This design comes from an exercise in tuning for small area, a short achievable clock period and few clock cycles on the open sky130 flow, not from production work.
Where RTL was checked, it was by simulation tests only, not by an equivalence proof against the original.
No functional check of the RTL was part of runs 1 to 3.
Power figures rest on the tool's default switching activity, not on a simulated workload.

==> flow/run.sh <==
#!/bin/bash
# synth_recipe.tcl (not shown) runs the flow's synth.tcl, then flattens the netlist and writes it again
# the make line also repeats each setting of config.mk as NAME=value (left out here)
make -C /OpenROAD-flow-scripts/flow DESIGN_CONFIG=/design/flow/config.mk WORK_HOME=/design/flow/orfs CLKGATE_MAP_FILE= SYNTH_SCRIPT=/design/flow/synth_recipe.tcl finish
==> flow/config.mk <==
export PLATFORM = sky130hd
export DESIGN_NAME = medianFilter
export DESIGN_NICKNAME = medianFilter
export VERILOG_FILES = /design/flow/design.v
export SDC_FILE = /design/flow/constraint.sdc
export NUM_CORES = 4
export LEC_CHECK = 0
export CAP_MARGIN = 20
export CORE_MARGIN = 2
export CORE_UTILIZATION = 60
export CTS_BUF_LIST = sky130_fd_sc_hd__clkbuf_16
export CTS_CLUSTER_DIAMETER = 100
export CTS_CLUSTER_SIZE = 30
export PLACE_DENSITY = 0.75
export SETUP_SLACK_MARGIN = 4.5
export SLEW_MARGIN = 20
==> flow/constraint.sdc <==
create_clock -name core_clock -period 7.0 [get_ports {clk}]
set_input_delay 1.4000 -clock core_clock [delete_from_list [all_inputs] [get_ports {clk}]]
set_output_delay 1.4000 -clock core_clock [all_outputs]
set_load 0.01 [all_outputs]
==> flow/design.v <==
module ge8(input [7:0] a, b, output y);
wire [7:0] g0 = a & ~b, l0 = ~a & b;
wire [3:0] g1, l1;
wire [1:0] g2, l2;
genvar i;
generate for (i = 0; i < 4; i = i + 1) begin : m1
	assign g1[i] = g0[2*i+1] | ~l0[2*i+1] & g0[2*i];
	assign l1[i] = l0[2*i+1] | ~g0[2*i+1] & l0[2*i];
end endgenerate
generate for (i = 0; i < 2; i = i + 1) begin : m2
	assign g2[i] = g1[2*i+1] | ~l1[2*i+1] & g1[2*i];
	assign l2[i] = l1[2*i+1] | ~g1[2*i+1] & l1[2*i];
end endgenerate
assign y = ~(l2[1] | ~g2[1] & l2[0]);
endmodule
module comparator_9(
	input	[7:0]	l_lo, l_md, l_hi,
	input	[7:0]	c_lo, c_md, c_hi,
	input	[7:0]	r_lo, r_md, r_hi,
	input			lc_lo, lc_md, lc_hi,
	output			cr_lo, cr_md, cr_hi,
	output	[7:0]	x, y, z
);
wire lr_lo, lr_md, lr_hi;
ge8 g0(.a(c_lo), .b(r_lo), .y(cr_lo));
ge8 g1(.a(c_md), .b(r_md), .y(cr_md));
ge8 g2(.a(c_hi), .b(r_hi), .y(cr_hi));
ge8 g3(.a(l_lo), .b(r_lo), .y(lr_lo));
ge8 g4(.a(l_md), .b(r_md), .y(lr_md));
ge8 g5(.a(l_hi), .b(r_hi), .y(lr_hi));
assign x = (lc_lo & lr_lo) ? l_lo : (!lc_lo & cr_lo) ? c_lo : r_lo;
assign y = (lc_md ^ lr_md) ? l_md : (lc_md ^ cr_md) ? r_md : c_md;
assign z = (!lc_hi & !lr_hi) ? l_hi : (lc_hi & !cr_hi) ? c_hi : r_hi;
endmodule
module med3(input [7:0] a, b, c, output [7:0] y);
wire ab, ac, bc;
ge8 g0(.a(a), .b(b), .y(ab));
ge8 g1(.a(a), .b(c), .y(ac));
ge8 g2(.a(b), .b(c), .y(bc));
assign y = (ab ^ ac) ? a : (ab ^ bc) ? c : b;
endmodule
module sort3(
	input	[7:0]	a, m, b,
	output	[7:0]	lo, md, hi,
	output			m_lo, m_hi
);
wire am, ab, mb;
ge8 g0(.a(a), .b(m), .y(am));
ge8 g1(.a(a), .b(b), .y(ab));
ge8 g2(.a(m), .b(b), .y(mb));
assign hi = (am & ab) ? a : (!am & mb) ? m : b;
assign lo = (!am & !ab) ? a : (am & !mb) ? m : b;
assign md = (am ^ ab) ? a : (am ^ mb) ? b : m;
assign m_hi = !am & mb;
assign m_lo = am & !mb;
endmodule
module CU(
	input						clk,
	input						rst,
	output reg	[1:0]		ph,
	output reg	[17:0]	rd_pair,		 
	output reg				border,		 
	output reg	[18:0]	out_address,
	output reg				out_valid
);
localparam NPAIR = 153600;            
localparam RD_START = 18'd261904;     
localparam RD_LAST  = 18'd153839;     
reg	[1:0]	warm;                       
reg	[3:0]	m15;                        
wire [17:0] opair = out_address[18:1];
wire row_first = ~|opair[17:8] & ~&opair[7:4] & ~(opair[7:4] == 4'hE & &opair[3:0]);
wire row_last = (opair[17:8] == 10'h257) & (|opair[7:4] | &opair[3:0]);
wire row_border = row_first | row_last;
wire rd_wrap = &(rd_pair | ~RD_LAST);
wire op_wrap = &(opair | ~(NPAIR - 1));
always @(posedge clk or negedge rst) begin
	if (!rst) begin
		ph <= 2'd1;           
		warm <= 2'd0;
		rd_pair <= 18'd0;
		out_address[18:1] <= 18'd0;
		m15 <= 4'd0;
		out_valid <= 1'b0;
	end else begin
		ph <= (ph == 2'd2) ? 2'd0 : ph + 2'd1;
		if (ph == 2'd2 && warm != 2'd3) warm <= warm + 2'd1;
		if (ph == 2'd2)
			rd_pair <= rd_wrap ? RD_START : rd_pair - 18'd479;
		else
			rd_pair <= rd_pair + 18'd240;
		if (ph == 2'd1 && warm == 2'd3) begin
			out_address[18:1] <= op_wrap ? 18'd0 : opair + 18'd1;
			if (&opair[3:0]) m15 <= (m15 == 4'd14) ? 4'd0 : m15 + 4'd1;
		end
		out_valid <= (ph == 2'd1 && warm[1]) || (ph == 2'd0 && warm == 2'd3);
	end
end
always @(posedge clk) begin
	out_address[0] <= (ph == 2'd0);
	border <= row_border || (m15 == 4'd14 && opair[3:1] == 3'b111 && (opair[0] == (ph == 2'd2)));
end
endmodule
module DU(
	input						clk,
	input			[1:0]		ph,
	input						border,
	input			[7:0]		q_a,
	input			[7:0]		q_b,
	output reg	[7:0]		out
);
reg [7:0] ra;
reg [7:0] rb, b1, b2;
reg [7:0] st, sm, sb;
reg p1, p2, shift;    
always @(posedge clk) begin
	p1 <= (ph == 2'd0);
	p2 <= (ph == 2'd1);
	shift <= (ph != 2'd2);
	ra <= q_a;
	rb <= q_b; b1 <= rb; b2 <= b1;
	st <= p1 ? b2 : sm;
	sm <= p1 ? b1 : p2 ? ra : sb;
	sb <= p1 ? rb : q_a;
end
wire [7:0] s_lo, s_md, s_hi;
wire       s_tlo, s_thi;
sort3 srt(.a(st), .m(sm), .b(sb), .lo(s_lo), .md(s_md), .hi(s_hi), .m_lo(s_tlo), .m_hi(s_thi));
reg [7:0] l_lo, l_md, l_hi;
reg       lc_lo, lc_md, lc_hi;    
wire      cr_lo, cr_md, cr_hi;    
reg [7:0] c_lo, c_md, c_hi;
reg       c_tlo, c_thi;
reg [7:0] r_lo, r_md, r_hi;
reg       r_tlo, r_thi;
always @(posedge clk) begin
	if (shift) begin
		l_lo <= c_lo; l_md <= c_md; l_hi <= c_hi;
		lc_lo <= cr_lo; lc_md <= cr_md; lc_hi <= cr_hi;
		c_lo <= r_lo; c_md <= r_md; c_hi <= r_hi; c_tlo <= r_tlo; c_thi <= r_thi;
		r_lo <= s_lo; r_md <= s_md; r_hi <= s_hi; r_tlo <= s_tlo; r_thi <= s_thi;
	end
end
wire [7:0] c_mid = c_tlo ? c_lo : c_thi ? c_hi : c_md;
wire [7:0] mx_lo, md_md, mn_hi;
comparator_9 cmp(
	.l_lo(l_lo), .l_md(l_md), .l_hi(l_hi),
	.c_lo(c_lo), .c_md(c_md), .c_hi(c_hi),
	.r_lo(r_lo), .r_md(r_md), .r_hi(r_hi),
	.lc_lo(lc_lo), .lc_md(lc_md), .lc_hi(lc_hi),
	.cr_lo(cr_lo), .cr_md(cr_md), .cr_hi(cr_hi),
	.x(mx_lo), .y(md_md), .z(mn_hi)
);
reg [7:0] x, y, z;
always @(posedge clk) begin
	x <= border ? c_mid : mx_lo;
	y <= border ? c_mid : md_md;
	z <= border ? c_mid : mn_hi;
end
wire [7:0] med;
med3 m3(.a(x), .b(y), .c(z), .y(med));
always @(posedge clk) out <= med;
endmodule
module medianFilter(
	output	[7:0]		out,
	output 	[18:0]	out_address,
	output				out_valid,
	output	[18:0]	address_a,
	output	[18:0]	address_b,
	input		[7:0]		q_a,
	input		[7:0]		q_b,
	input					clk,
	input 				rst
);
wire	[1:0]	ph;
wire			border;
wire	[17:0]	rd_pair;
CU cu(
	.clk				(clk),
	.rst				(rst),
	.ph				(ph),
	.rd_pair			(rd_pair),
	.border			(border),
	.out_address	(out_address),
	.out_valid		(out_valid)
);
assign address_a = {rd_pair, 1'b0};
assign address_b = {rd_pair, 1'b1};
DU du(
	.clk				(clk),
	.ph				(ph),
	.border			(border),
	.q_a				(q_a),
	.q_b				(q_b),
	.out				(out)
);
endmodule
==> impl_metrics.ini, run 1 <==
[outcome]
status = no timing/DRC/antenna violations

[timing]
finalClockSkew_ns = 0.0180
layout_min_cycle_time_ns = 3.64
period_share = 0.521
finalSetupTns_ns = 0
max_freq_mhz = 274
hold_viol_final = 0
hold_ws_ns = 0.353
relSlewSlack = 0.313
rsz0062_at_grt = yes
setup_slack_ns = 3.36
drv_slew = 0
worst_pin_slew_ns = 1.03
finalSetupViolCount = 0

[synth]
yosysSeqAreaShare = 0.520
yosys_warnings = 2
synthXorXnorAreaFrac = 0.0222
synthMuxAreaShare = 0.0628
synth_top_family_by_area = compound AO/OA/AOI/OAI gates
synth-simple-area-share = 0.137
synth-adder-area-share = 0.0652
ys_ff_latch = 216
synth_flop_cell = dfxtp_1
synth_cell_types = 65
syn_inst = 1011
avgSynthCellArea_sq_um = 10.2
syn_area_sq_um = 10300
synth-compound-area-share = 0.142
postSynth.asyncResetShare = 0.208
synth_edf_count = 79

[grt]
antenna_found_initial = 0
grt_pass1_wl_mm = 42.0
grt_max_degree = 80
grt_use_total = 0.286
grt_overflow = 0
grt_pass1_vias = 8300

[routing]
dr.pass1.iters = 5
drt-initial-drc-count = 858
via_per_inst = 6.13
vias = 8781
top_layer_used = met4
route.met3.wl_mm = 1.79
final_antenna_net_count = 0
wl_per_cell_um = 19.5
wl_met2_mm = 13.7
drc = 0
wl_mm = 27.9
m1WireLength_mm = 11.3

[floorplan]
ios = 84
die_area_sq_um = 18200
start_util = 0.618
rows = 47
fp.dieW_um = 135
core_area_sq_um = 16600
die_y_um = 135

[placement]
portBuffers = 81
gp_congestion = 0.895
pre_cts_slack_ns = 3.31
dp_hpwl_mm = 15.3

[setup_path]
cp-start-kind = flop
worstPathRequired_ns = 7.23
worst-path-max-fanout = 8
worstSetupEndpointType = flop
crit_type = reg2reg
arrival_ns = 3.87

[layout]
antennaDiodeCount = 0
layout-drive-gt1-share = 0.315
seq_area_sq_um = 5380
multi_input_area_sq_um = 5090
nNetsFinal = 1236
top_regs = cu.out_address (18), cu.rd_pair (18)
fill_cells = 964
area_delta_synth_final_pct = 31.2

[pwr]
ir_drop_v = 0.000208
p_leak_nw = 5.75
power_density_nw_per_um2 = 193

[clock_tree]
cts_max_path_buffers = 3
cts_tree = yes
clk_latency_ns = 0.47
clk_pin_slew_ns = 0.10
cts.sinks = 216
cts.htree.levels = 1
cts.hold.buffers_added = 0
numCtsBuffers = 11
clock-root-buffer = clkbuf_16

[flow_run]
max_cap_viol_count = 0

[hold_path]
hp-class = reg2reg
==> Yosys cell counts, types with 13 or more instances <==
master | number | area [sq um]
buf_4 | 21 | 158
edfxtp_1 | 79 | 2370
mux2i_1 | 51 | 510
nor2b_1 | 28 | 175
dfxtp_1 | 92 | 1840
xor2_1 | 16 | 140
o21ai_0 | 84 | 420
o22ai_1 | 14 | 87.6
clkbuf_1 | 24 | 90.1
dfrtp_1 | 44 | 1100
nand3_1 | 19 | 95.1
inv_1 | 67 | 251
a21oi_1 | 29 | 145
nand2b_1 | 13 | 81.3
nor2_1 | 71 | 267
maj3_2 | 14 | 158
maj3_1 | 40 | 400
nand2_1 | 109 | 409
or3_1 | 16 | 100
==> repair_timing <==
action / in CTS / in global routing
endpoints found under the hold margin: 0 / 0
pin swaps: 44 / 34
setup buffers: 124 / 23
setup endpoints to repair: 122 / 101
gates cloned: 2 / 0
gates resized for setup: 400 / 72
==> stage by stage <==
stage	utilization	std cells	total power, mW	instance area (sq um)
floorplan	-	1011	1.75	10400
global placement	0.670	1267	1.83	11200
finish	0.810	1433	2.60	13500
global route	0.810	1433	2.71	13500
detailed placement	0.670	1267	1.84	11200
CTS	0.782	1410	2.59	13000
==> cell families (layout without fill, tap and decap cells) <==
logic type | after synthesis | after routing
buf+inv | 116 | 318
mux | 63 | 63
compound gates | 226 | 226
xor+xnor | 26 | 26
fa+ha+maj | 63 | 63
other cells | 2 | 2
simple gates | 299 | 299
flops | 216 | 216
==> metal layers <==
metal  GRT usage  vias to the layer above
met1       0.378                     4198
met2       0.487                      464
met4       0.104                        0
met3      0.0345                      104
met5           0                        -
li1            -                     4015
==> area by class of cell <==
type	instances	area share
flip-flops and latches	216	0.399
clock inverters	5	0.00427
well taps	220	0.0204
repair buffers	233	0.158
clock buffers	12	0.0223
multi-input cells	679	0.377
inverters	68	0.0189
==> report_power, final <==
| group | internal, mW | switching [mW] |
|---|---|---|
| logic | 0.191 | 0.232 |
| clock network | 0.356 | 0.400 |
| registers | 1.36 | 0.0602 |
==> layout by cell type (no fill, tap or decap), types with 25 or more instances in the layout <==
| master | netlist | routed |
|---|---|---|
| maj3_1 | 40 | 26 |
| buf_2 | 2 | 32 |
| dfxtp_1 | 92 | 86 |
| maj3_2 | 14 | 28 |
| nand2_1 | 109 | 108 |
| buf_6 | 0 | 79 |
| nor2_1 | 71 | 68 |
| edfxtp_1 | 79 | 79 |
| inv_1 | 67 | 68 |
| mux2i_1 | 51 | 49 |
| o21ai_0 | 84 | 58 |
| o21ai_1 | 0 | 25 |
| buf_4 | 21 | 90 |
==> path summary, 6_finish.rpt <==
check	startpoint	endpoint	slack, ns	cells after the start
worst min register to register	du.rb[0]	du.b1[0]	0.35	0
worst min-delay path	du.rb[0]	du.b1[0]	0.35	0
max in group asynchronous	rst	cu.out_address[13]	5.62	1
min in group asynchronous	rst	cu.rd_pair[9]	0.92	1
worst max register to register	du.sm[0]	du.r_md[0]	3.36	11
worst max-delay path	du.sm[0]	du.r_md[0]	3.36	11
==> worst max-delay path, stage by stage, from the launching register on <==
cell,delay [ns]
dfxtp_4,0.36
nor2b_4,0.12
maj3_2,0.32
maj3_2,0.30
maj3_2,0.31
maj3_2,0.31
maj3_2,0.32
maj3_2,0.32
maj3_2,0.35
ha_4,0.38
mux2i_1,0.23
o21ai_1,0.08
==> run 2: changes to the inputs <==
--- a/flow/design.v
+++ b/flow/design.v
@@ -42,11 +42,8 @@
 module sort3(
 	input	[7:0]	a, m, b,
+	input			am, ab, mb,
 	output	[7:0]	lo, md, hi,
 	output			m_lo, m_hi
 );
-wire am, ab, mb;
-ge8 g0(.a(a), .b(m), .y(am));
-ge8 g1(.a(a), .b(b), .y(ab));
-ge8 g2(.a(m), .b(b), .y(mb));
 assign hi = (am & ab) ? a : (!am & mb) ? m : b;
 assign lo = (!am & !ab) ? a : (am & !mb) ? m : b;
@@ -113,5 +110,13 @@
 reg [7:0] rb, b1, b2;
 reg [7:0] st, sm, sb;
-reg p1, p2, shift;    
+reg p1, p2, shift;
+reg s_am, s_ab, s_mb;
+wire [7:0] st_n = p1 ? b2 : sm;
+wire [7:0] sm_n = p1 ? b1 : p2 ? ra : sb;
+wire [7:0] sb_n = p1 ? rb : q_a;
+wire am_n, ab_n, mb_n;
+ge8 c0(.a(st_n), .b(sm_n), .y(am_n));
+ge8 c1(.a(st_n), .b(sb_n), .y(ab_n));
+ge8 c2(.a(sm_n), .b(sb_n), .y(mb_n));    
 always @(posedge clk) begin
 	p1 <= (ph == 2'd0);
@@ -120,11 +125,14 @@
 	ra <= q_a;
 	rb <= q_b; b1 <= rb; b2 <= b1;
-	st <= p1 ? b2 : sm;
-	sm <= p1 ? b1 : p2 ? ra : sb;
-	sb <= p1 ? rb : q_a;
+	st <= st_n;
+	sm <= sm_n;
+	sb <= sb_n;
+	s_am <= am_n;
+	s_ab <= ab_n;
+	s_mb <= mb_n;
 end
 wire [7:0] s_lo, s_md, s_hi;
 wire       s_tlo, s_thi;
-sort3 srt(.a(st), .m(sm), .b(sb), .lo(s_lo), .md(s_md), .hi(s_hi), .m_lo(s_tlo), .m_hi(s_thi));
+sort3 srt(.a(st), .m(sm), .b(sb), .am(s_am), .ab(s_ab), .mb(s_mb), .lo(s_lo), .md(s_md), .hi(s_hi), .m_lo(s_tlo), .m_hi(s_thi));
 reg [7:0] l_lo, l_md, l_hi;
 reg       lc_lo, lc_md, lc_hi;    
==> impl_metrics.ini, run 2 <==
[placement]
pre_cts_slack_ns = 3.51
placed_cell_area_sq_um = 11400
dp_hpwl_mm = 15.9
portBuffers = 81
place_inst = 1287
gp_congestion = 0.878

[pwr]
internal-power_mw = 1.95
p_sw_mw = 0.773
ir_drop_v = 0.000253
p_leak_nw = 5.31
p_clk_frac = 0.259
power_density_nw_per_um2 = 221
comb_power_share = 0.203
pwr-share-seq = 0.538
swShare = 0.284

[synth]
syn_area_sq_um = 10500
synth_top_area_frac = 0.225
syn_inst = 1032
yosys-top-cells-area = edfxtp_1, dfxtp_1, dfrtp_1
synth_largest_area_cell = edfxtp_1
synth_edf_count = 79
synth_common_cells = nand2_1, dfxtp_1, edfxtp_1
yosysSeqAreaShare = 0.512
synth_most_common_cell = nand2_1
avgSynthCellArea_sq_um = 10.2
synth_flop_cell = dfxtp_1
yosys_warnings = 2
postSynth.asyncResetShare = 0.205
synth_cell_types = 79
ys_ff_latch = 219

[floorplan]
rows = 48
start_util = 0.612
die_area_sq_um = 18700
die_y_um = 137
core_area_sq_um = 17200
ios = 84
fp.dieW_um = 137

[layout]
final_area_sq_um = 12300
antennaDiodeCount = 0
fill_cells = 1264
area_delta_synth_final_pct = 17.0
layout-drive-gt1-share = 0.211
multi_input_area_sq_um = 4830
layoutNonFillerInstCount = 1376
nNetsFinal = 1174
mostFrequentLayoutCell = nand2_1
top_regs = cu.out_address (18), cu.rd_pair (18)
layout_common_cells = nand2_1, dfxtp_1, edfxtp_1
seq_area_sq_um = 5440

[grt]
grt_max_degree = 80
grtUsageMet2 = 0.427
met1_usage = 0.340
grt_pass1_vias = 7587
grt_pass1_wl_mm = 37.9
grt_use_met3 = 0.0304
antenna_found_initial = 0
grt_overflow = 0
globalRoute.busiestLayer = met2
grt_use_total = 0.252

[timing]
worst_pin_slew_ns = 1.02
layout_min_cycle_time_ns = 2.64
period_share = 0.377
relSlewSlack = 0.320
finalSetupViolCount = 0
finalSetupTns_ns = 0
finalClockSkew_ns = 0.0139
hold_ws_ns = 0.351
max_freq_mhz = 379
hold_viol_final = 0
drv_slew = 0
setup_slack_ns = 4.36
rsz0062_at_grt = yes

[clock_tree]
cts.htree.levels = 1
clk_pin_slew_ns = 0.11
cts_tree = yes
numCtsBuffers = 11
clock-root-buffer = clkbuf_16
cts.sinks = 219
cts_max_path_buffers = 3
clk_latency_ns = 0.47

[setup_path]
cpLargestDelayFamily = flip-flops
crit_type = reg2out
cp-start-kind = flop
cp.buffers_inverters = 3
arrival_ns = 1.24
critPathMaxStageDelay_ns = 0.43
cp_slowest_cell = dfrtp_2
crit_chain = buf_6, buf_6, buf_6
worstPathRequired_ns = 5.60
cp_common_cell = buf_6
rrSetupSlack_ns = 4.58
worstSetupEndpointType = output pin
worst-path-max-fanout = 3

[routing]
via_per_inst = 5.91
wl_per_cell_um = 17.3
vias = 8139
wl_mm = 23.8
dr.pass1.iters = 7
final_antenna_net_count = 0
drc = 0
drt-initial-drc-count = 758

[hold_path]
hp-class = reg2reg

[outcome]
status = no timing/DRC/antenna violations

[flow_run]
max_cap_viol_count = 0
[run 2: cell types whose count changed after synthesis, moves of 7 or more]
cell / previous run / this run
nand3_1: 19 / 35
or3_1: 16 / 5
a31o_2: 12 / 1
nand2b_1: 13 / 24
o31ai_1: 3 / 19
nand2_1: 109 / 118
o21ai_0: 84 / 53
mux2i_1: 51 / 59
a21oi_1: 29 / 41
a22o_1: 8 / 0
maj3_1: 40 / 31
nor2_1: 71 / 49
a21o_1: 3 / 10
o21ai_1: 0 / 17
[run 2: cell families (layout without fill, tap and decap cells)]
| logic type | Yosys count | after routing | synth area share |
|---|---|---|---|
| AOI/OAI and AO/OA | 237 | 237 | 0.156 |
| xor gates and xnor gates | 21 | 21 | 0.0174 |
| adders and majority gates | 49 | 49 | 0.0497 |
| buffers and inverters | 124 | 243 | 0.0530 |
| DFF | 219 | 219 | 0.512 |
| muxes | 69 | 69 | 0.0670 |
| other | 2 | 2 | 0.000712 |
| and+or+nand+nor | 311 | 311 | 0.144 |
[run 2: worst paths after layout]
check                              start             end  depth (start not counted)
setup / recovery           cu.rd_pair[8]    address_b[9]                          3
hold / removal                  du.b1[3]        du.b2[3]                          0
setup reg to reg              du.r_md[5]         du.y[0]                          7
hold reg to reg                 du.b1[3]        du.b2[3]                          0
max in group asynchronous            rst  cu.rd_pair[11]                          1
min in group asynchronous            rst   cu.rd_pair[8]                          1
[run 2: area by class of cell]
type / instances / area share
repair inverters: 1 / 0.000406
multi-input cells: 689 / 0.391
clock buffers: 11 / 0.0223
repair buffers: 154 / 0.0963
inverters: 71 / 0.0219
flip-flops and latches: 219 / 0.441
clock inverters: 6 / 0.00396
well taps: 225 / 0.0228
[run 2: layer usage]
metal  part of all wire  up-vias
li1                   -     3949
met1               0.44     3874
met2               0.49      267
met3              0.049       49
met4              0.027        0
met5                  0        -
[run 2: power by group through the flow]
stage | sequential, mW | clock (mW) | combinational (mW)
6_report | 1.47 | 0.706 | 0.552
5_1_grt | 1.47 | 0.766 | 0.610
4_1_cts | 1.46 | 0.726 | 0.543
3_5_place_dp | 1.49 | 0 | 0.528
3_3_place_gp | 1.49 | 0 | 0.516
2_1_floorplan | 1.47 | 0 | 0.443
[run 2: through the flow]
step / power [mW] / util
finish: 2.72 / 0.716
global route: 2.85 / 0.716
CTS: 2.73 / 0.694
detailed placement: 2.02 / 0.660
global placement: 2.01 / 0.660
floorplan: 1.91 / -
[run 2: repair_timing]
item | in CTS | in global routing
endpoints found under the hold margin | 0 | 0
hold buffers | 0 | 0
pin swaps | 8 | 24
setup endpoints to repair | 98 | 49
resized for setup | 278 | 60
setup buffers | 50 | 20
gates cloned | 2 | 0
==> run 3: changes to the inputs <==
--- a/flow/config.mk
+++ b/flow/config.mk
@@ -8,9 +8,9 @@
 export CAP_MARGIN = 20
 export CORE_MARGIN = 2
-export CORE_UTILIZATION = 60
+export CORE_UTILIZATION = 70
 export CTS_BUF_LIST = sky130_fd_sc_hd__clkbuf_16
 export CTS_CLUSTER_DIAMETER = 100
 export CTS_CLUSTER_SIZE = 30
-export PLACE_DENSITY = 0.75
+export PLACE_DENSITY = 0.85
 export SETUP_SLACK_MARGIN = 4.5
 export SLEW_MARGIN = 20
==> impl_metrics.ini, run 3 <==
[pwr]
p_clk_frac = 0.265
power_density_nw_per_um2 = 218
p_leak_nw = 5.42
internal-power_mw = 1.95
power_mw = 2.75
ir_drop_v = 0.000319
pwr-share-seq = 0.533
swShare = 0.290
comb_power_share = 0.203
p_sw_mw = 0.798

[layout]
top_regs = cu.out_address (18), cu.rd_pair (18)
nNetsFinal = 1190
layout_common_cells = nand2_1, dfxtp_1, edfxtp_1
layout-drive-gt1-share = 0.227
fill_cells = 720
utilization = 0.862
final_area_sq_um = 12600
mostFrequentLayoutCell = nand2_1
area_delta_synth_final_pct = 19.7

[routing]
vias = 8936
wl_per_cell_um = 21.3
drt-initial-drc-count = 1006
drc = 0
via_per_inst = 6.61
dr.pass1.iters = 6
final_antenna_net_count = 0
wl_mm = 28.8

[clock_tree]
numCtsBuffers = 11
cts.htree.levels = 1
clock-root-buffer = clkbuf_16
clk_latency_ns = 0.47
cts.sinks = 219
cts_tree = yes
cts_max_path_buffers = 3
clk_pin_slew_ns = 0.11

[flow_run]
max_cap_viol_count = 0

[timing]
drv_slew = 0
relSlewSlack = 0.324
finalSetupTns_ns = 0
finalClockSkew_ns = 0.0158
rsz0062_at_grt = yes
period_share = 0.371
worst_pin_slew_ns = 1.01
layout_min_cycle_time_ns = 2.60
max_freq_mhz = 385
hold_ws_ns = 0.355
hold_viol_final = 0
finalSetupViolCount = 0

[setup_path]
cp_num_cells = 2
cp-start-kind = flop
arrival_ns = 1.20
worstSetupEndpointType = output pin
crit_end = address_a[15]
r2r_cells = 8
cp.buffers_inverters = 2
reg2reg_to = cu.rd_pair[16]
cpLargestDelayFamily = flip-flops
crit_type = reg2out
rrSetupSlack_ns = 4.49
cp_slowest_cell = dfrtp_2
crit_chain = buf_6, buf_6
worstPathRequired_ns = 5.60
cp_common_cell = buf_6
critPathLaunch = cu.rd_pair[14]
critPathMaxStageDelay_ns = 0.47
worst-path-max-fanout = 3
r2r-start = cu.rd_pair[10]

[synth]
synth_edf_count = 79
yosysSeqAreaShare = 0.512
postSynth.asyncResetShare = 0.205
syn_inst = 1032
synth_top_area_frac = 0.225
synth_cell_types = 79
synth_largest_area_cell = edfxtp_1
ys_ff_latch = 219
avgSynthCellArea_sq_um = 10.2
synth_common_cells = nand2_1, dfxtp_1, edfxtp_1
yosys_warnings = 2
synth_flop_cell = dfxtp_1
synth_most_common_cell = nand2_1
yosys-top-cells-area = edfxtp_1, dfxtp_1, dfrtp_1
syn_area_sq_um = 10500

[placement]
portBuffers = 81
placed_cell_area_sq_um = 11300
gp_congestion = 0.909
dp_hpwl_mm = 16.0

[floorplan]
die_area_sq_um = 16100
rows = 44
ios = 84
start_util = 0.720
fp.dieW_um = 127
core_area_sq_um = 14600
die_y_um = 127

[grt]
met1_usage = 0.442
antenna_found_initial = 0
grt_overflow = 0
globalRoute.busiestLayer = met2
grt_use_total = 0.328
grtUsageMet2 = 0.559
grt_max_degree = 80
grt_use_met3 = 0.0375
grt_pass1_vias = 8073
grt_pass1_wl_mm = 42.7

[hold_path]
hp-class = reg2reg

[outcome]
status = no timing/DRC/antenna violations
[run 3: metrics by stage]
step / std cells / setup WS [ns]
floorplan: 1032 / 4.18
global placement: 1247 / 3.54
detailed placement: 1247 / 3.52
CTS: 1327 / 4.27
global route: 1351 / 4.38
finish: 1352 / 4.40
[run 3: power groups by stage]
stage	logic [mW]	clock network [mW]	registers [mW]
finish	0.557	0.727	1.46
global route	0.617	0.773	1.48
CTS	0.540	0.726	1.46
detailed placement	0.529	0	1.49
global placement	0.511	0	1.49
floorplan	0.443	0	1.47
[run 3: cell families after synthesis]
logic type,synth area share
multiplexers,0.0670
buffers and inverters,0.0530
other,0.000712
flip-flops,0.512
AO/OA/AOI/OAI,0.156
adder cells (fa/ha/maj),0.0497
XOR/XNOR,0.0174
AND/OR/NAND/NOR,0.144
[run 3: layout make-up]
| class | count | area (sq um) | area share |
|---|---|---|---|
| diodes | 1 | 2.50 | 0.000198 |
| multi-input cells | 689 | 4920 | 0.390 |
| repair buffers | 170 | 1430 | 0.113 |
| clock buffers | 12 | 300 | 0.0238 |
| flip-flops and latches | 219 | 5430 | 0.430 |
| clock inverters | 5 | 35.0 | 0.00278 |
| well taps | 184 | 230 | 0.0182 |
| repair inverters | 1 | 5.00 | 0.000396 |
| inverters | 71 | 270 | 0.0214 |
[run 3: layer usage]
metal  share of wire  up-vias
li1                -     3974
met1            0.38     4221
met2            0.49      580
met3           0.082      161
met4           0.054        0
met5               0        -
[run 3: how the worst min path moves through the flow]
stage	startpoint	to	cells after the start	slack, ns
5_1_grt	du.b1[0]	du.b2[0]	0	0.35
3_5_place_dp	du.b1[5]	du.b2[5]	0	0.34
6_report	du.b1[0]	du.b2[0]	0	0.36
2_1_floorplan	du.rb[1]	du.b1[1]	0	0.33
4_1_cts	du.b1[0]	du.b2[0]	0	0.35
3_3_place_gp	du.b1[2]	du.b2[2]	0	0.33
[run 3: what timing repair did]
item,in CTS,in global routing
hold buffers,0,0
setup buffers,62,23
endpoints found under the setup margin,102,70
pin swaps,21,11
gates cloned,1,1
gates resized for setup,308,58
==> run 4: changes to the inputs <==
--- a/flow/design.v
+++ b/flow/design.v
@@ -72,27 +72,32 @@
 wire rd_wrap = &(rd_pair | ~RD_LAST);
 wire op_wrap = &(opair | ~(NPAIR - 1));
+reg first;
 always @(posedge clk or negedge rst) begin
 	if (!rst) begin
-		ph <= 2'd1;           
+		first <= 1'b1;
+		ph <= 2'd0;
 		warm <= 2'd0;
-		rd_pair <= 18'd0;
-		out_address[18:1] <= 18'd0;
 		m15 <= 4'd0;
 		out_valid <= 1'b0;
 	end else begin
+		first <= 1'b0;
 		ph <= (ph == 2'd2) ? 2'd0 : ph + 2'd1;
 		if (ph == 2'd2 && warm != 2'd3) warm <= warm + 2'd1;
-		if (ph == 2'd2)
-			rd_pair <= rd_wrap ? RD_START : rd_pair - 18'd479;
-		else
-			rd_pair <= rd_pair + 18'd240;
-		if (ph == 2'd1 && warm == 2'd3) begin
-			out_address[18:1] <= op_wrap ? 18'd0 : opair + 18'd1;
-			if (&opair[3:0]) m15 <= (m15 == 4'd14) ? 4'd0 : m15 + 4'd1;
-		end
+		if (ph == 2'd1 && warm == 2'd3 && &opair[3:0])
+			m15 <= (m15 == 4'd14) ? 4'd0 : m15 + 4'd1;
 		out_valid <= (ph == 2'd1 && warm[1]) || (ph == 2'd0 && warm == 2'd3);
 	end
 end
 always @(posedge clk) begin
+	if (first)
+		rd_pair <= 18'd0;
+	else if (ph == 2'd2)
+		rd_pair <= rd_wrap ? RD_START : rd_pair - 18'd479;
+	else
+		rd_pair <= rd_pair + 18'd240;
+	if (first)
+		out_address[18:1] <= 18'd0;
+	else if (ph == 2'd1 && warm == 2'd3)
+		out_address[18:1] <= op_wrap ? 18'd0 : opair + 18'd1;
 	out_address[0] <= (ph == 2'd0);
 	border <= row_border || (m15 == 4'd14 && opair[3:1] == 3'b111 && (opair[0] == (ph == 2'd2)));
--- a/flow/config.mk
+++ b/flow/config.mk
@@ -8,9 +8,9 @@
 export CAP_MARGIN = 20
 export CORE_MARGIN = 2
-export CORE_UTILIZATION = 70
+export CORE_UTILIZATION = 60
 export CTS_BUF_LIST = sky130_fd_sc_hd__clkbuf_16
 export CTS_CLUSTER_DIAMETER = 100
 export CTS_CLUSTER_SIZE = 30
-export PLACE_DENSITY = 0.85
+export PLACE_DENSITY = 0.75
 export SETUP_SLACK_MARGIN = 4.5
 export SLEW_MARGIN = 20
==> impl_metrics.ini, run 4 <==
[layout]
regMostFlops = cu.out_address
multi_input_area_sq_um = 4710
layout-drive-gt1-share = 0.171
largest_reg_flops = 19
top_regs = cu.out_address (19), cu.rd_pair (18)
area_delta_synth_final_pct = 16.3
mostFrequentLayoutCell = dfxtp_1
seq_area_sq_um = 5380
fill_cells = 1335
antennaDiodeCount = 0
nNetsFinal = 1150
layout_common_cells = dfxtp_1, nand2_1, inv_1

[floorplan]
ios = 84
die_y_um = 136
die_area_sq_um = 18500
rows = 48
fp.dieW_um = 136
core_area_sq_um = 17200
start_util = 0.607

[timing]
setup_slack_ns = 4.53
finalSetupViolCount = 0
drv_slew = 0
finalClockSkew_ns = 0.0169
rsz0062_at_grt = yes
finalSetupTns_ns = 0
worst_pin_slew_ns = 1.06
relSlewSlack = 0.296
hold_viol_final = 0
period_share = 0.353
max_freq_mhz = 404
layout_min_cycle_time_ns = 2.47

[routing]
wl_mm = 23.7
drt-initial-drc-count = 651
vias = 8059
via_per_inst = 5.96
drc = 0
wl_per_cell_um = 17.5
final_antenna_net_count = 0
dr.pass1.iters = 5

[grt]
grt_max_degree = 80
antenna_found_initial = 0
grt_use_total = 0.253
grt_pass1_wl_mm = 37.7
grt_pass1_vias = 7523
grt_overflow = 0

[setup_path]
cp_slowest_cell = dfxtp_4
worstSetupEndpointType = output pin
cp.buffers_inverters = 1
worst-path-max-fanout = 6
crit_type = reg2out
cp-start-kind = flop
crit_chain = clkdlybuf4s15_2
cpLargestDelayFamily = flip-flops
cp_num_cells = 1
worstPathRequired_ns = 5.60
r2r_cells = 5
critPathMaxStageDelay_ns = 0.39
arrival_ns = 1.07

[synth]
synth_top_area_frac = 0.251
synth_most_common_cell = dfxtp_1
yosysSeqAreaShare = 0.503
syn_area_sq_um = 10400
yosys_warnings = 2
syn_inst = 1036
postSynth.asyncResetShare = 0.0455
ys_ff_latch = 220
synth_common_cells = dfxtp_1, nand2_1, inv_1
synth_edf_count = 79
avgSynthCellArea_sq_um = 10.1
yosys-top-cells-area = dfxtp_1, edfxtp_1, mux2i_1
synth_largest_area_cell = dfxtp_1
synth_flop_cell = dfxtp_1
synth_cell_types = 83

[clock_tree]
cts_tree = yes
cts.htree.levels = 1
clk_latency_ns = 0.47
clock-root-buffer = clkbuf_16
cts.sinks = 220
cts_max_path_buffers = 3
clk_pin_slew_ns = 0.11
numCtsBuffers = 11

[placement]
dp_hpwl_mm = 16.0
portBuffers = 81
pre_cts_slack_ns = 3.76
gp_congestion = 0.936

[flow_run]
max_cap_viol_count = 0

[hold_path]
hold_depth = 0
hp-class = reg2reg

[pwr]
p_leak_nw = 4.92
power_density_nw_per_um2 = 229
ir_drop_v = 0.000322

[outcome]
status = no timing/DRC/antenna violations
-- run 4: cell types whose count changed after synthesis, moves of 30 or more --
cell     before  now
dfrtp_1      44    9
nor2_1       49   79
nand2_1     118   84
dfxtp_1      95  131
-- run 4: power by group --
part,switching (mW),internal [mW]
clock,0.405,0.297
combinational,0.311,0.285
sequential,0.0854,1.40
-- run 4: repair_timing --
action	CTS	global route
resized for setup	220	46
endpoints found under the hold margin	0	0
endpoints found under the setup margin	70	68
buffers inserted	27	13
hold buffers	0	0
pin swaps	6	10
gates cloned	1	0
-- run 4: per-stage QoR --
stage | hold WS (ns) | instance area, sq um | power (mW) | util | cells
finish | 0.356 | 12100 | 2.78 | 0.706 | 1352
global placement | 0.334 | 11300 | 2.07 | 0.656 | 1294
global route | 0.364 | 12100 | 2.91 | 0.706 | 1352
CTS | 0.356 | 12000 | 2.78 | 0.698 | 1339
detailed placement | 0.335 | 11300 | 2.08 | 0.656 | 1294
floorplan | 0.326 | 10400 | 1.93 | - | 1037
-- run 4: cell families after synthesis --
family          after synthesis  share of synthesized area
compound gates              243                      0.164
mux                          57                     0.0586
flops                       220                      0.503
simple gates                302                      0.140
other cells                   2                   0.000720
xor+xnor                     30                     0.0259
buf+inv                     134                     0.0585
fa+ha+maj                    48                     0.0496
-- run 4: path summary, 6_finish.rpt --
check	from	to	slack [ns]
min	du.rb[6]	du.b1[6]	0.36
min in group asynchronous	rst	cu.m15[1]	1.25
max reg2reg	cu.border	du.z[4]	4.55
min reg2reg	du.rb[6]	du.b1[6]	0.36
max	cu.rd_pair[12]	address_a[13]	4.53
max in group asynchronous	rst	cu.first	5.39
-- run 4: layout make-up --
class                      instances  area share
sequential                       220       0.444
multi-input combinational        683       0.389
timing repair buffer             124      0.0917
inverter                          83      0.0268
tap                              225      0.0232
clock buffer                      11      0.0227
clock inverter                     6     0.00330
-- run 4: layer usage --
metal / global-route usage / up-vias / wire length [um]
met2: 0.428 / 246 / 11500
met3: 0.0250 / 57 / 943
met5: 0 / - / 0
met4: 0.0816 / 0 / 666
met1: 0.344 / 3864 / 10600
li1: - / 3892 / -
Testbench counts of run 4, summed over its fixed seeds: cycles 1,843,232.
==> run 5: changes to the inputs <==
--- a/flow/design.v
+++ b/flow/design.v
@@ -55,5 +55,5 @@
 	input						clk,
 	input						rst,
-	output reg	[1:0]		ph,
+	output reg	[2:0]		ph,			 
 	output reg	[17:0]	rd_pair,		 
 	output reg				border,		 
@@ -76,5 +76,5 @@
 	if (!rst) begin
 		first <= 1'b1;
-		ph <= 2'd0;
+		ph <= 3'b001;
 		warm <= 2'd0;
 		m15 <= 4'd0;
@@ -82,9 +82,9 @@
 	end else begin
 		first <= 1'b0;
-		ph <= (ph == 2'd2) ? 2'd0 : ph + 2'd1;
-		if (ph == 2'd2 && warm != 2'd3) warm <= warm + 2'd1;
-		if (ph == 2'd1 && warm == 2'd3 && &opair[3:0])
+		ph <= {ph[1:0], ph[2]};
+		if (ph[2] && warm != 2'd3) warm <= warm + 2'd1;
+		if (ph[1] && warm == 2'd3 && &opair[3:0])
 			m15 <= (m15 == 4'd14) ? 4'd0 : m15 + 4'd1;
-		out_valid <= (ph == 2'd1 && warm[1]) || (ph == 2'd0 && warm == 2'd3);
+		out_valid <= (ph[1] && warm[1]) || (ph[0] && warm == 2'd3);
 	end
 end
@@ -92,5 +92,5 @@
 	if (first)
 		rd_pair <= 18'd0;
-	else if (ph == 2'd2)
+	else if (ph[2])
 		rd_pair <= rd_wrap ? RD_START : rd_pair - 18'd479;
 	else
@@ -98,13 +98,13 @@
 	if (first)
 		out_address[18:1] <= 18'd0;
-	else if (ph == 2'd1 && warm == 2'd3)
+	else if (ph[1] && warm == 2'd3)
 		out_address[18:1] <= op_wrap ? 18'd0 : opair + 18'd1;
-	out_address[0] <= (ph == 2'd0);
-	border <= row_border || (m15 == 4'd14 && opair[3:1] == 3'b111 && (opair[0] == (ph == 2'd2)));
+	out_address[0] <= (ph[0]);
+	border <= row_border || (m15 == 4'd14 && opair[3:1] == 3'b111 && (opair[0] == ph[2]));
 end
 endmodule
 module DU(
 	input						clk,
-	input			[1:0]		ph,
+	input			[2:0]		ph,			 
 	input						border,
 	input			[7:0]		q_a,
@@ -115,5 +115,7 @@
 reg [7:0] rb, b1, b2;
 reg [7:0] st, sm, sb;
-reg p1, p2, shift;
+wire p1 = ph[1];         
+wire p2 = ph[2];         
+wire shift = !ph[0];     
 reg s_am, s_ab, s_mb;
 wire [7:0] st_n = p1 ? b2 : sm;
@@ -123,9 +125,6 @@
 ge8 c0(.a(st_n), .b(sm_n), .y(am_n));
 ge8 c1(.a(st_n), .b(sb_n), .y(ab_n));
-ge8 c2(.a(sm_n), .b(sb_n), .y(mb_n));    
-always @(posedge clk) begin
-	p1 <= (ph == 2'd0);
-	p2 <= (ph == 2'd1);
-	shift <= (ph != 2'd2);
+ge8 c2(.a(sm_n), .b(sb_n), .y(mb_n));
+always @(posedge clk) begin
 	ra <= q_a;
 	rb <= q_b; b1 <= rb; b2 <= b1;
@@ -186,5 +185,5 @@
 	input 				rst
 );
-wire	[1:0]	ph;
+wire	[2:0]	ph;
 wire			border;
 wire	[17:0]	rd_pair;
==> impl_metrics.ini, run 5 <==
[outcome]
status = no timing/DRC/antenna violations

[clock_tree]
cts.hold.buffers_added = 0
numCtsBuffers = 11
cts.htree.levels = 1
cts_tree = yes
cts_max_path_buffers = 3
clk_latency_ns = 0.47
clock-root-buffer = clkbuf_16
clk_pin_slew_ns = 0.11
cts.sinks = 219

[layout]
fill_cells = 1274
nNetsFinal = 1162
layout-drive-gt1-share = 0.156
antennaDiodeCount = 0
final_area_sq_um = 12000
mostFrequentLayoutCell = nand2_1
top_regs = cu.out_address (19), cu.rd_pair (18)
multi_input_area_sq_um = 4600
layout_common_cells = nand2_1, dfxtp_1, inv_1
seq_area_sq_um = 5360
largest_reg_flops = 19
area_delta_synth_final_pct = 16.0
regMostFlops = cu.out_address

[synth]
yosys-top-cells-area = dfxtp_1, edfxtp_1, mux2i_1
synth_most_common_cell = dfxtp_1
synth_flop_cell = dfxtp_1
yosysSeqAreaShare = 0.506
synth_edf_count = 79
synth_cell_types = 77
syn_inst = 1044
postSynth.asyncResetShare = 0.0502
avgSynthCellArea_sq_um = 9.91
yosys_warnings = 2
synth_common_cells = dfxtp_1, nand2_1, edfxtp_1, inv_1, nor2_1
synth_top_area_frac = 0.250
ys_ff_latch = 219
syn_area_sq_um = 10300
synth_largest_area_cell = dfxtp_1

[setup_path]
arrival_ns = 2.92
worstPathRequired_ns = 7.39
cp_slowest_cell = mux2_4
critPathLaunch = q_a[1]
r2r-start = cu.ph[1]
crit_type = in2reg
cp-start-kind = input port
worstSetupEndpointType = flop
crit_chain = buf_2, mux2_4, a211oi_2, o21ai_1, o211ai_1, a211oi_2, o31a_1, o21ai_1
critPathMaxStageDelay_ns = 0.29
worst-path-max-fanout = 3

[timing]
drv_slew = 0
rsz0062_at_grt = yes
finalClockSkew_ns = 0.0170
hold_ws_ns = 0.356
hold_viol_final = 0
relSlewSlack = 0.346
max_freq_mhz = 395
period_share = 0.361
finalSetupViolCount = 0
layout_min_cycle_time_ns = 2.53
finalSetupTns_ns = 0
worst_pin_slew_ns = 0.980
setup_slack_ns = 4.47

[floorplan]
start_util = 0.606
die_area_sq_um = 18300
fp.dieW_um = 135
rows = 48
die_y_um = 135
ios = 84
core_area_sq_um = 17100

[hold_path]
hold_start = du.b1[3]
hp-class = reg2reg

[grt]
met1_usage = 0.343
grt_max_degree = 80
grt_use_total = 0.248
grt_overflow = 0
grt_use_met3 = 0.0262
grt_pass1_vias = 7272
grtUsageMet2 = 0.419
grt_pass1_wl_mm = 36.6
antenna_found_initial = 0
globalRoute.busiestLayer = met2

[routing]
wl_per_cell_um = 16.7
final_antenna_net_count = 0
drc = 0
dr.pass1.iters = 5
vias = 7944
via_per_inst = 5.82
wl_mm = 22.8
drt-initial-drc-count = 691

[flow_run]
max_cap_viol_count = 0

[pwr]
power_density_nw_per_um2 = 287
ir_drop_v = 0.000174
p_leak_nw = 4.85

[placement]
dp_hpwl_mm = 15.9
pre_cts_slack_ns = 3.68
placed_cell_area_sq_um = 11200
gp_congestion = 0.911
portBuffers = 81
==> run 5: changes by cell type after synthesis, moves of 9 or more <==
cell	change
o2111ai_1	-9
o21ai_0	+19
maj3_1	-9
nand2_1	+18
o22ai_1	+13
a221o_1	-9
a21oi_1	-14
mux2i_1	+17
nand3_1	-16
==> run 5: final cells by class <==
cell class	instances	area share
sequential	219	0.447
multi-input combinational	691	0.384
timing repair buffer	129	0.0933
inverter	83	0.0260
tap	225	0.0235
clock buffer	11	0.0230
clock inverter	6	0.00334
==> run 5: power breakdown <==
group	switching, mW	internal, mW
logic	0.534	0.465
clock network	0.397	0.297
registers	0.211	1.54
total	1.14	2.30
==> run 5: stage by stage <==
stage                     utilization  cells  power, mW
after floorplan                     -   1045       2.45
after global placement          0.655   1302       2.73
after detailed placement        0.655   1302       2.76
after CTS                       0.699   1349       3.45
after global routing            0.703   1364       3.65
final                           0.703   1364       3.44
==> run 5: per-layer routing <==
metal / part of all wire / vias to the layer above
li1: - / 3906
met1: 0.44 / 3723
met2: 0.48 / 269
met3: 0.049 / 46
met4: 0.027 / 0
met5: 0 / -
==> run 5: worst paths after layout <==
kind / end / slack, ns / cells past startpoint
setup / recovery: du.s_mb / 4.47 / 8
hold / removal: du.b2[3] / 0.36 / 0
setup reg to reg: du.s_am / 4.60 / 8
hold reg to reg: du.b2[3] / 0.36 / 0
max in group asynchronous: cu.first / 5.39 / 1
min in group asynchronous: cu.out_valid / 1.25 / 1
==> run 5: critical path: cells and delay by family <==
family	cells	cell delay, ns
compound gates	6	1.14
mux	1	0.29
buf+inv	1	0.11
==> run 5: what timing repair did <==
| action | 4_1_cts | 5_1_grt |
|---|---|---|
| resized for setup | 246 | 32 |
| buffers inserted | 30 | 15 |
| endpoints found under the setup margin | 68 | 43 |
| pin swaps | 11 | 4 |
==> run 5: cell families (layout without fill, tap and decap cells) <==
family | Yosys count | in the layout | synth area share
compound gates | 249 | 249 | 0.162
xor+xnor | 37 | 37 | 0.0313
fa+ha+maj | 33 | 33 | 0.0348
buf+inv | 135 | 229 | 0.0580
flops | 219 | 219 | 0.506
mux | 71 | 71 | 0.0711
other cells | 2 | 3 | 0.000726
simple gates | 298 | 298 | 0.136
Testbench counts of run 5, summed over its fixed seeds: cycles 1,843,232.
==> run 6: changes to the inputs <==
--- a/flow/config.mk
+++ b/flow/config.mk
@@ -13,4 +13,4 @@
 export CTS_CLUSTER_SIZE = 30
 export PLACE_DENSITY = 0.75
-export SETUP_SLACK_MARGIN = 4.5
+export SETUP_SLACK_MARGIN = 4.3
 export SLEW_MARGIN = 20
==> impl_metrics.ini, run 6 <==
[outcome]
status = no timing/DRC/antenna violations

[routing]
wl_mm = 21.8
final_antenna_net_count = 0
drt-initial-drc-count = 528
dr.pass1.iters = 5
wl_per_cell_um = 16.5
via_per_inst = 5.83
drc = 0
vias = 7687

[floorplan]
die_area_sq_um = 18300
start_util = 0.606
fp.dieW_um = 135
core_area_sq_um = 17100
ios = 84
rows = 48
die_y_um = 135

[layout]
largest_reg_flops = 19
layout-drive-gt1-share = 0.0750
final_area_sq_um = 11500
mostFrequentLayoutCell = nand2_1
nNetsFinal = 1117
top_regs = cu.out_address (19), cu.rd_pair (18)
regMostFlops = cu.out_address
antennaDiodeCount = 0
area_delta_synth_final_pct = 11.6
layoutNonFillerInstCount = 1319
layout_common_cells = nand2_1, dfxtp_1, inv_1

[placement]
place_inst = 1302
portBuffers = 81
placed_cell_area_sq_um = 11200
dp_hpwl_mm = 15.9
pre_cts_slack_ns = 3.68
gp_congestion = 0.918

[hold_path]
hold_start = du.rb[4]
hp-class = reg2reg

[setup_path]
cp-start-kind = input port
worstSetupEndpointType = flop
cp_slowest_cell = clkdlybuf4s50_1
worstPathRequired_ns = 7.39
cp.buffers_inverters = 1
r2r-start = cu.ph[2]
worst-path-max-fanout = 4
rrSetupSlack_ns = 4.46
critPathMaxStageDelay_ns = 0.46
critPathLaunch = q_a[2]
cpLargestDelayFamily = compound AO/OA/AOI/OAI gates
crit_chain = clkdlybuf4s50_1, mux2_2, a211oi_1, o21ai_1, o211ai_1, a211oi_1, o31a_1, o21ai_1
crit_type = in2reg
arrival_ns = 3.06

[grt]
antenna_found_initial = 0
grt_use_total = 0.240
grt_pass1_vias = 7137
grt_max_degree = 80
grt_pass1_wl_mm = 35.5
grt_overflow = 0

[clock_tree]
clk_latency_ns = 0.47
numCtsBuffers = 11
cts.hold.buffers_added = 0
cts.htree.levels = 1
cts_max_path_buffers = 3
cts_tree = yes
postCtsSetupBuffers = 0
clock-root-buffer = clkbuf_16
cts.sinks = 219
clk_pin_slew_ns = 0.10

[timing]
finalSetupViolCount = 0
hold_viol_final = 0
drv_slew = 0
finalClockSkew_ns = 0.0200
relSlewSlack = 0.346
max_freq_mhz = 375
setup_slack_ns = 4.33
rsz0062_at_grt = yes
finalSetupTns_ns = 0
period_share = 0.381
worst_pin_slew_ns = 0.982
layout_min_cycle_time_ns = 2.67

[synth]
yosys_warnings = 2
synth_edf_count = 79
yosys-top-cells-area = dfxtp_1, edfxtp_1, mux2i_1
syn_inst = 1044
syn_area_sq_um = 10300
synth_flop_cell = dfxtp_1
synth_largest_area_cell = dfxtp_1
avgSynthCellArea_sq_um = 9.91
ys_ff_latch = 219
yosysSeqAreaShare = 0.506
synth_common_cells = dfxtp_1, nand2_1, edfxtp_1, inv_1, nor2_1
postSynth.asyncResetShare = 0.0502
synth_cell_types = 77
synth_most_common_cell = dfxtp_1
synth_top_area_frac = 0.250

[flow_run]
max_cap_viol_count = 0

[pwr]
p_leak_nw = 4.79
power_density_nw_per_um2 = 294
power_mw = 3.39
ir_drop_v = 0.000203
-- run 6: cell type report --
type                            instances  area, sq um
Tap cell                              225          282
Sequential cell                       219         5330
Multi-Input combinational cell        691         4540
Fill cell                            1402         5520
Timing Repair Buffer                   84          758
Clock inverter                          6         40.0
Clock buffer                           11          275
Inverter                               83          312
-- run 6: cell families after synthesis --
logic type               synth area share
XOR/XNOR                           0.0313
buffers and inverters              0.0580
AND/OR/NAND/NOR                     0.136
multiplexers                       0.0711
flip-flops                          0.506
other                            0.000726
adder cells (fa/ha/maj)            0.0348
AO/OA/AOI/OAI                       0.162
-- run 6: worst paths after layout --
| path | endpoint | cells past startpoint |
|---|---|---|
| worst min register to register | du.b1[4] | 0 |
| min in group asynchronous | cu.ph[1] | 1 |
| worst max register to register | du.s_am | 8 |
| worst max-delay path | du.s_mb | 8 |
| worst min-delay path | du.b1[4] | 0 |
| max in group asynchronous | cu.first | 1 |
-- run 6: timing repair --
item	4_1_cts	5_1_grt
gates resized for setup	127	6
setup endpoints to repair	66	4
pin swaps	3	1
-- run 6: report_power, final --
group	switching, mW	total [mW]	internal (mW)
clock network	0.388	0.685	0.297
logic	0.510	0.942	0.433
registers	0.221	1.76	1.54
total	1.12	3.39	2.27
-- run 6: routing by layer --
layer	up-vias	GRT usage	wire length [um]
met2	195	0.408	10400
met1	3639	0.325	9780
met3	45	0.0224	794
met4	0	0.0828	760
li1	3808	-	-
met5	-	0	0
-- run 6: worst register-to-register path: stages (launching register included) --
cell and delay, ns:
dfrtp_1 0.35, buf_4 0.41, mux2i_4 0.35, a21oi_1 0.11
maj3_2 0.31, maj3_2 0.32, maj3_2 0.30, a21oi_1 0.16
maj3_1 0.18
-- run 6: per-stage QoR --
step / utilization / hold WS [ns]
after floorplan: - / 0.326
after global placement: 0.655 / 0.334
after detailed placement: 0.655 / 0.338
after CTS: 0.675 / 0.357
after global routing: 0.676 / 0.362
final: 0.676 / 0.354
==> run 7: changes to the inputs <==
--- a/flow/config.mk
+++ b/flow/config.mk
@@ -13,4 +13,4 @@
 export CTS_CLUSTER_SIZE = 30
 export PLACE_DENSITY = 0.75
-export SETUP_SLACK_MARGIN = 4.3
+export SETUP_SLACK_MARGIN = 4.7
 export SLEW_MARGIN = 20
==> impl_metrics.ini, run 7 <==
[outcome]
status = no timing/DRC/antenna violations

[synth]
postSynth.asyncResetShare = 0.0502
synth_edf_count = 79
yosys-top-cells-area = dfxtp_1, edfxtp_1, mux2i_1
synth_largest_area_cell = dfxtp_1
synth_common_cells = dfxtp_1, nand2_1, edfxtp_1, inv_1, nor2_1
synthMuxAreaShare = 0.0711
synth-adder-area-share = 0.0348
yosys_warnings = 2
synthXorXnorAreaFrac = 0.0313
synth_cell_types = 77
avgSynthCellArea_sq_um = 9.91
synth_top_family_by_area = compound AO/OA/AOI/OAI gates
synth_top_area_frac = 0.250
syn_area_sq_um = 10300
synth_flop_cell = dfxtp_1
synth-compound-area-share = 0.162
synth-simple-area-share = 0.136
syn_inst = 1044
synth_most_common_cell = dfxtp_1
ys_ff_latch = 219
yosysSeqAreaShare = 0.506

[layout]
antennaDiodeCount = 0
mostFrequentLayoutCell = nand2_1
multi_input_area_sq_um = 4730
top_regs = cu.out_address (19), cu.rd_pair (18)
regMostFlops = cu.out_address
seq_area_sq_um = 5370
layout_common_cells = nand2_1, dfxtp_1, inv_1, buf_4, edfxtp_1
largest_reg_flops = 19
nNetsFinal = 1201
fill_cells = 1220
layout-drive-gt1-share = 0.231
layoutNonFillerInstCount = 1403
area_delta_synth_final_pct = 21.9

[grt]
grt_overflow = 0
grt_pass1_vias = 7597
grt_use_total = 0.256
grt_max_degree = 80
antenna_found_initial = 0
grt_pass1_wl_mm = 37.7

[routing]
drc = 0
dr.pass1.iters = 5
drt-initial-drc-count = 531
final_antenna_net_count = 0
wl_per_cell_um = 17.4
wl_mm = 24.4
via_per_inst = 5.81
vias = 8157

[setup_path]
cpLargestDelayFamily = flip-flops
worstSetupEndpointType = output pin
critPathMaxStageDelay_ns = 0.36
cp_common_cell = buf_6
worstPathRequired_ns = 5.60
crit_chain = buf_6, buf_6
worst-path-max-fanout = 6
arrival_ns = 1.06
cp_slowest_cell = dfxtp_4
rrSetupSlack_ns = 4.73
cp.buffers_inverters = 2
cp-start-kind = flop
crit_type = reg2out

[pwr]
ir_drop_v = 0.000245
power_density_nw_per_um2 = 283
p_leak_nw = 5.20

[timing]
finalClockSkew_ns = 0.0204
layout_min_cycle_time_ns = 2.46
finalSetupViolCount = 0
max_freq_mhz = 407
period_share = 0.351
hold_viol_final = 0
finalSetupTns_ns = 0
relSlewSlack = 0.333
setup_slack_ns = 4.54
worst_pin_slew_ns = 1.00
drv_slew = 0
rsz0062_at_grt = yes

[floorplan]
core_area_sq_um = 17100
die_area_sq_um = 18300
rows = 48
fp.dieW_um = 135
die_y_um = 135
ios = 84
start_util = 0.606

[clock_tree]
cts_max_path_buffers = 3
clk_pin_slew_ns = 0.11
cts.sinks = 219
clk_latency_ns = 0.47
numCtsBuffers = 11
cts.htree.levels = 1
cts_tree = yes
clock-root-buffer = clkbuf_16

[placement]
pre_cts_slack_ns = 3.64
portBuffers = 81
gp_congestion = 0.901
dp_hpwl_mm = 15.8
place_inst = 1302

[flow_run]
max_cap_viol_count = 0

[hold_path]
hp-class = reg2reg
run 7: path summary, 6_finish.rpt:
path	cells after the start	from	end
setup reg to reg	7	du.r_md[4]	du.y[2]
hold reg to reg	0	du.b1[3]	du.b2[3]
setup / recovery	2	cu.rd_pair[14]	address_b[15]
hold / removal	0	du.b1[3]	du.b2[3]
min in group asynchronous	1	rst	cu.ph[2]
max in group asynchronous	1	rst	cu.first
run 7: area by class of cell:
class | instances | area share
Timing Repair Buffer | 168 | 0.126
Tap cell | 225 | 0.0223
Sequential cell | 219 | 0.426
Clock buffer | 11 | 0.0218
Inverter | 83 | 0.0253
Multi-Input combinational cell | 691 | 0.375
Clock inverter | 6 | 0.00387
run 7: what timing repair did:
item | in CTS | in global routing
pin swaps | 12 | 18
hold buffers | 0 | 0
setup buffers | 48 | 33
gates cloned | 2 | 1
resized for setup | 419 | 46
endpoints found under the setup margin | 82 | 110
hold endpoints to repair | 0 | 0
run 7: stage by stage:
step / area (sq um) / power [mW] / hold slack [ns] / utilization
after CTS: 12200 / 3.46 / 0.356 / 0.713
after floorplan: 10300 / 2.45 / 0.326 / -
final: 12600 / 3.57 / 0.356 / 0.739
after global placement: 11200 / 2.74 / 0.335 / 0.655
after global routing: 12600 / 3.76 / 0.366 / 0.739
after detailed placement: 11200 / 2.76 / 0.333 / 0.655
run 7: cells by family (layout without fill, tap and decap cells):
| family | after synthesis | in the layout |
|---|---|---|
| multiplexers | 71 | 71 |
| buffers and inverters | 135 | 268 |
| other | 2 | 3 |
| adder cells (fa/ha/maj) | 33 | 33 |
| AND/OR/NAND/NOR | 298 | 298 |
| AO/OA/AOI/OAI | 249 | 249 |
| XOR/XNOR | 37 | 37 |
| flip-flops | 219 | 219 |
run 7: per-layer routing:
layer	up-vias	track usage	part of all wire
met5	-	0	0
met4	0	0.0839	0.031
met3	46	0.0254	0.038
met2	244	0.443	0.49
met1	3897	0.340	0.44
li1	3970	-	-
run 7: power by group:
group          internal (mW)  leakage (nW)  switching [mW]  total (mW)
Sequential              1.54          2.11           0.213        1.75
Clock                  0.298         0.174           0.401       0.699
Combinational          0.529          2.92           0.588        1.12
==> run 8: changes to the inputs <==
--- a/flow/config.mk
+++ b/flow/config.mk
@@ -13,4 +13,4 @@
 export CTS_CLUSTER_SIZE = 30
 export PLACE_DENSITY = 0.75
-export SETUP_SLACK_MARGIN = 4.7
+export SETUP_SLACK_MARGIN = 4.8
 export SLEW_MARGIN = 20
==> impl_metrics.ini, run 8 <==
[timing]
hold_ws_ns = 0.356
hold_viol_final = 0
finalClockSkew_ns = 0.0140
period_share = 0.357
worst_pin_slew_ns = 0.990
relSlewSlack = 0.340
rsz0062_at_grt = yes
layout_min_cycle_time_ns = 2.50
finalSetupViolCount = 0
finalSetupTns_ns = 0
drv_slew = 0
max_freq_mhz = 400

[setup_path]
cp_num_cells = 8
cp_common_cell = maj3_2
crit_type = in2reg
critPathLaunch = q_a[1]
crit_end = du.s_ab
worstSetupEndpointType = flop
arrival_ns = 2.90
worst-path-max-fanout = 3
r2r-start = cu.ph[1]
cp.buffers_inverters = 1
reg2reg_to = du.s_am
worstPathRequired_ns = 7.40
critPathMaxStageDelay_ns = 0.33
cp-start-kind = input port
rrSetupSlack_ns = 4.75
cpLargestDelayFamily = adder cells
crit_chain = buf_6, mux2_4, o221a_4, o21ai_2, a22oi_1, maj3_2, maj3_2, a2bb2oi_2
r2r_cells = 8
cp_slowest_cell = maj3_2

[grt]
grt_overflow = 0
antenna_found_initial = 0
grt_pass1_wl_mm = 38.2
grt_pass1_vias = 7672
grt_use_total = 0.260
grt_max_degree = 80

[outcome]
status = no timing/DRC/antenna violations

[synth]
yosysSeqAreaShare = 0.506
yosys_warnings = 2
synth_cell_types = 77
synth-adder-area-share = 0.0348
synth_largest_area_cell = dfxtp_1
synth_common_cells = dfxtp_1, nand2_1, edfxtp_1, inv_1, nor2_1
syn_inst = 1044
synth_most_common_cell = dfxtp_1
synth-compound-area-share = 0.162
ys_ff_latch = 219
synthMuxAreaShare = 0.0711
synth-simple-area-share = 0.136
synth_edf_count = 79
synth_flop_cell = dfxtp_1
synth_top_family_by_area = compound AO/OA/AOI/OAI gates
synthXorXnorAreaFrac = 0.0313
syn_area_sq_um = 10300
avgSynthCellArea_sq_um = 9.91
postSynth.asyncResetShare = 0.0502
yosys-top-cells-area = dfxtp_1, edfxtp_1, mux2i_1
synth_top_area_frac = 0.250

[floorplan]
rows = 48
core_area_sq_um = 17100
ios = 84
die_y_um = 135
fp.dieW_um = 135
start_util = 0.606
die_area_sq_um = 18300

[hold_path]
hp-class = reg2reg

[routing]
vias = 8187
dr.pass1.iters = 7
drc = 0
drt-initial-drc-count = 563
wl_per_cell_um = 17.5
final_antenna_net_count = 0
via_per_inst = 5.81
wl_mm = 24.7

[layout]
antennaDiodeCount = 0
mostFrequentLayoutCell = nand2_1
layout-drive-gt1-share = 0.245
nNetsFinal = 1206
layout_common_cells = nand2_1, dfxtp_1, buf_4
utilization = 0.749
final_area_sq_um = 12800
top_regs = cu.out_address (19), cu.rd_pair (18)
regMostFlops = cu.out_address
largest_reg_flops = 19
area_delta_synth_final_pct = 23.6

[placement]
gp_congestion = 0.901
portBuffers = 81
placed_cell_area_sq_um = 11200
dp_hpwl_mm = 15.8

[pwr]
ir_drop_v = 0.000245
power_density_nw_per_um2 = 292
p_leak_nw = 5.26

[clock_tree]
clock-root-buffer = clkbuf_16
clk_pin_slew_ns = 0.11
cts_tree = yes
cts.htree.levels = 1
cts_max_path_buffers = 3
cts.sinks = 219
clk_latency_ns = 0.46
numCtsBuffers = 11

[flow_run]
max_cap_viol_count = 0
run 8: cell counts after synthesis:
Identical to the previous run, type by type.
run 8: worst reg2reg max path: stages (launching register included):
cell and delay (ns):
dfrtp_2 0.45, buf_12 0.15, inv_1 0.21, a21oi_1 0.13, maj3_2 0.31, maj3_2 0.33
maj3_2 0.32, a21oi_2 0.14, maj3_1 0.17
run 8: per-stage QoR:
step	instances	setup slack, ns	power (mW)
global placement	1302	3.68	2.74
global route	1408	4.48	3.92
floorplan	1045	4.25	2.45
detailed placement	1302	3.64	2.76
finish	1408	4.50	3.73
CTS	1377	4.51	3.50
run 8: final cells by class:
cell class              count  area (sq um)
clock buffers              11           275
flip-flops and latches    219          5370
well taps                 225           282
multi-input cells         691          4850
repair buffers            173          1640
clock inverters             6          48.8
inverters                  83           315
fillers                  1210          4280
run 8: cell families after synthesis:
kind of cell,Yosys count
simple gates,298
flops,219
compound gates,249
xor+xnor,37
other cells,2
mux,71
buf+inv,135
fa+ha+maj,33
run 8: power breakdown:
part / internal, mW / switching, mW / leakage, nW
Combinational: 0.631 / 0.652 / 2.98
Clock: 0.298 / 0.397 / 0.174
Sequential: 1.54 / 0.217 / 2.11
Total: 2.47 / 1.27 / 5.26
run 8: worst min path at each step:
| stage | startpoint | endpoint | slack (ns) | cells past startpoint |
|---|---|---|---|---|
| after global placement | du.b1[6] | du.b2[6] | 0.33 | 0 |
| after global routing | du.b1[3] | du.b2[3] | 0.37 | 0 |
| final | du.b1[3] | du.b2[3] | 0.36 | 0 |
| after detailed placement | du.rb[4] | du.b1[4] | 0.33 | 0 |
| after floorplan | du.rb[4] | du.b1[4] | 0.33 | 0 |
| after CTS | du.b1[3] | du.b2[3] | 0.36 | 0 |
run 8: what timing repair did:
item	CTS	global route
setup buffers	56	31
resized for setup	434	52
setup endpoints to repair	90	117
hold buffers	0	0
pin swaps	15	21
endpoints found under the hold margin	0	0
gates cloned	2	0
run 8: metal layers:
| metal | track usage | part of all wire |
|---|---|---|
| met2 | 0.453 | 0.50 |
| met5 | 0 | 0 |
| met3 | 0.0258 | 0.040 |
| met1 | 0.341 | 0.43 |
| met4 | 0.0880 | 0.031 |

-- what the ideal ports hide --
Ports are ideal in the flow. The routed layouts listed here were re-timed in OpenROAD.
Step 1, drivers: a clkbuf_16 drives clk and a buf_2 each remaining input, both assumed.
Step 2, shift: input delay + t, output delay - t, t = (earliest + latest rising clock arrival at the registers) / 2. This alone moves slack from input paths to output paths.
Three values: no drivers, after step 1, after step 2; two values: the first two.
| run | shift t [ns] | setup slack, ns | worst slew at a driven data input, ns | cell pins on the clock port's net |
|---|---|---|---|---|
| run 1 | 0.514 | 3.356 / 3.356 / 3.356 | 0.04 | 1 |
| run 2 | 0.506 | 4.364 / 4.319 / 3.969 | 0.05 | 1 |
| run 3 | 0.506 | 4.404 / 4.363 / 3.988 | 0.03 | 1 |
| run 4 | 0.504 | 4.526 / 4.484 / 4.072 | 0.04 | 1 |
| run 5 | 0.498 | 4.471 / 4.485 / 3.997 | 0.03 | 1 |
| run 6 | 0.498 | 4.335 / 4.354 / 3.856 | 0.03 | 1 |
| run 7 | 0.497 | 4.542 / 4.502 / 4.057 | 0.04 | 1 |
| run 8 | 0.497 | 4.499 / 4.496 / 4.010 | 0.04 | 1 |
After both steps setup and hold are still met in every run listed. For run 8, which loses most, drivers alone change the setup slack by -0.003 ns; drivers and shift together by -0.489 ns.
